From an optimization exercise on the open Yosys and OpenROAD flow, aimed at small area; shortcuts taken in it are not production practice.
No activity file was given, so power comes from the tool's default toggle rates.

==> module dma_from_sdram, before the edit <==
module dma_from_sdram
(
	input  wire        clk,
	input  wire        rst,
	input  wire        start,
	input  wire [28:0] begin_address,
	input  wire [31:0] size_buffer,
	output wire [28:0] sdram0_data_address,
	input  wire        sdram0_data_waitrequest,
	input  wire [47:0] sdram0_data_readdata,
	input  wire        sdram0_data_readdatavalid,
	output wire        sdram0_data_read,
	output wire [7:0]  sdram0_data_burstcount,
	output wire [9:0]  dist_address,
	output wire [47:0] dist_data,
	output wire        write_enable
);
localparam IDLE = 3'd0, READ = 3'd1, RESP = 3'd2, WRITE = 3'd3, STOP = 3'd4;
reg [2:0]  state;
reg [28:0] addr;
reg [31:0] count;
reg [47:0] data;
wire [31:0] count_inc = count + 32'd1;
always @(posedge clk) begin
	data <= sdram0_data_readdata;
	if (state == IDLE && start)
		addr <= begin_address;
	else if (state == WRITE)
		addr <= addr + 29'd1;
	if (rst) begin
		state <= IDLE;
		count <= 32'd0;
	end else begin
		case (state)
			IDLE:  if (start) state <= READ;
			READ:  if (!sdram0_data_waitrequest) state <= RESP;
			RESP:  if (sdram0_data_readdatavalid) state <= WRITE;
			WRITE: begin
				count <= count_inc;
				state <= (count_inc == size_buffer) ? STOP : READ;
			end
			default: state <= STOP;
		endcase
	end
end
assign sdram0_data_address    = addr;
assign sdram0_data_read       = (state == READ);
assign sdram0_data_burstcount = 8'd1;
assign dist_address           = count[9:0];
assign dist_data              = data;
assign write_enable           = (state == WRITE);
endmodule
==> module matrix, before the edit <==
module matrix
(
	input  wire        rst_n,
	input  wire        clk,
	output reg         r0,
	output reg         g0,
	output reg         b0,
	output reg         r1,
	output reg         g1,
	output reg         b1,
	output reg         r2,
	output reg         g2,
	output reg         b2,
	output reg         r3,
	output reg         g3,
	output reg         b3,
	output wire [2:0]  a,
	output wire        blank,
	output reg         sclk,
	output wire        latch,
	output wire [9:0]  mem_address,
	input  wire        mem_enable,
	input  wire [47:0] mem_output_data
);
reg [12:0] t;
reg        first;
reg [1:0]  rd_bit;
reg [2:0]  rd_row;
wire shifting = (t[12:9] == 4'd0);
wire neg = &t[12:9];
reg  expire;
always @(*) begin
	if (first)
		expire = ~t[12] & t[9] & t[8] & t[7] & t[6];               
	else
		case (rd_bit)
			2'd1: expire = ~t[12] & t[9] & t[8] & t[7] & t[5] & t[3] & t[2];           
			2'd2: expire = ~t[12] & t[10] & t[9] & t[8] & t[6] & t[5] & t[3] & t[2];   
			2'd3: expire = ~t[12] & t[11] & t[10] & t[9] & t[7] & t[6] & t[5] & t[3] & t[2];  
			default: expire = ~t[9] & t[12] & t[11] & t[10] & t[8] & t[7] & t[6] & t[5] & t[3] & t[2];  
		endcase
end
wire late   = neg & t[4] & (t[3] | (t[2] & t[1]));    
wire at_m1  = neg & (t[4:0] == 5'b11111);    
wire [11:0] bits;
genvar i;
generate
	for (i = 0; i < 12; i = i + 1) begin : g_bit
		wire [3:0] nib = mem_output_data[4*i+3:4*i];
		assign bits[i] = nib[rd_bit] & mem_enable;
	end
endgenerate
always @(posedge clk) begin
	if (rst_n) begin
		t      <= 13'd0;
		first  <= 1'b1;
		rd_bit <= 2'd0;
		rd_row <= 3'd0;
		sclk   <= 1'b0;
		{r3, g3, b3, r2, g2, b2, r1, g1, b1, r0, g0, b0} <= 12'd0;
	end else begin
		if (expire)
			t <= -13'sd19;
		else
			t <= t + 13'd1;
		if (at_m1) begin
			first  <= 1'b0;
			rd_bit <= rd_bit + 2'd1;
			if (rd_bit == 2'd3)
				rd_row <= rd_row + 3'd1;
		end
		sclk <= shifting && (t[1:0] == 2'd3);
		if (shifting && t[1:0] == 2'd1)
			{r3, g3, b3, r2, g2, b2, r1, g1, b1, r0, g0, b0} <= bits;
	end
end
assign blank = neg ? ~at_m1 : first;
assign latch = late & ~at_m1;
wire a_lags = (rd_bit == 2'd0) & ~first & ~late;
assign a = rd_row - {2'd0, a_lags};
assign mem_address = {rd_row, shifting ? t[8:2] : 7'd0};
endmodule
Settings: LEC_CHECK=0, CAP_MARGIN=20, CORE_MARGIN=2, CORE_UTILIZATION=65, CTS_BUF_LIST=sky130_fd_sc_hd__clkbuf_16, CTS_CLUSTER_DIAMETER=100, CTS_CLUSTER_SIZE=25, SLEW_MARGIN=20; clock period 5.0 ns.
standard.sh (not shown) runs the stock make flow with config.mk's settings and CLKGATE_MAP_FILE= SYNTH_SCRIPT=/design/flow/synth_recipe.tcl, a recipe that flattens the netlist after the stock synthesis.
==> flow/flow/run.sh <==
#!/bin/bash
# The standard layout (the standard.sh, standard synthesis unchanged),
# with each port buffered by the smallest buffer cell instead of the
# default clkdlybuf4s50_1.
set -euo pipefail
bash standard.sh "BUFFER_PORTS_ARGS=-buffer_cell sky130_fd_sc_hd__buf_1" finish > flow_standard.log 2>&1
Next try:
--- a/flow/design.v
+++ b/flow/design.v
@@ -75,13 +75,27 @@
 reg [28:0] addr;
 reg [31:0] count;
 reg [47:0] data;
-wire [31:0] count_inc = count + 32'd1;
+wire [32:0] count_c;
+wire [29:0] addr_c;
+assign count_c[0] = 1'b1;
+assign addr_c[0]  = 1'b1;
+genvar i;
+generate
+	for (i = 0; i < 32; i = i + 1) begin : g_cinc
+		assign count_c[i+1] = count_c[i] & count[i];
+	end
+	for (i = 0; i < 29; i = i + 1) begin : g_ainc
+		assign addr_c[i+1] = addr_c[i] & addr[i];
+	end
+endgenerate
+wire [31:0] count_inc = count ^ count_c[31:0];
+wire [28:0] addr_inc  = addr ^ addr_c[28:0];
 always @(posedge clk) begin
 	data <= sdram0_data_readdata;
 	if (state == IDLE && start)
 		addr <= begin_address;
 	else if (state == WRITE)
-		addr <= addr + 29'd1;
+		addr <= addr_inc;
 	if (rst) begin
 		state <= IDLE;
 		count <= 32'd0;
@@ -134,6 +148,15 @@
 reg [1:0]  rd_bit;
 reg [2:0]  rd_row;
 wire shifting = (t[12:9] == 4'd0);
+wire [13:0] t_c;
+assign t_c[0] = 1'b1;
+genvar j;
+generate
+	for (j = 0; j < 13; j = j + 1) begin : g_tinc
+		assign t_c[j+1] = t_c[j] & t[j];
+	end
+endgenerate
+wire [12:0] t_inc = t ^ t_c[12:0];
 wire neg = &t[12:9];
 reg  expire;
 always @(*) begin
@@ -169,7 +192,7 @@
 		if (expire)
 			t <= -13'sd19;
 		else
-			t <= t + 13'd1;
+			t <= t_inc;
 		if (at_m1) begin
 			first  <= 1'b0;
 			rd_bit <= rd_bit + 2'd1;
Outcome:
- Now the flow finished but fails on setup timing
- routed wire length came out lower by 6.8%
- critical path depth went up by 28
- power decreases by 0.52%
- final cell count goes down by 8.5%
- clock-buffer cell count climbs by 1
- via count falls by 9.7%
- worst setup slack is worse by 2.4 ns
- global-route usage falls by 1.5 points
- synthesized cell count decreases by 14%
- sequential power falls by about 1%
- combinational power increases by about 2%
No run of this note included a check of the RTL's function; only the layout flow was run.

==> what the ideal ports hide <==
The flow's constraints put no driver on any port. The routed layouts listed below were extracted and timed again, unchanged, in two steps. Step 1 sets driving cells, clkbuf_16 on the clock port and buf_2 on the other inputs (assumed; they add their load-dependent delay and slew). Step 2 moves the port delays by t, midway between the first and last clock arrival at a register: inputs arrive t later, outputs are due t later. That takes back most of the time a late clock gives input paths. a / b / c = ideal / step 1 / step 2; a / b = the first two.
run | shift t [ns] | setup WS [ns] | slew at the worst register clock pin (ns)
the first run | 0.584 | 1.260 / 1.214 / 1.440 | 0.11 / 0.11
the second run | 0.556 | -1.182 / -1.182 / -1.182 | 0.11 / 0.11
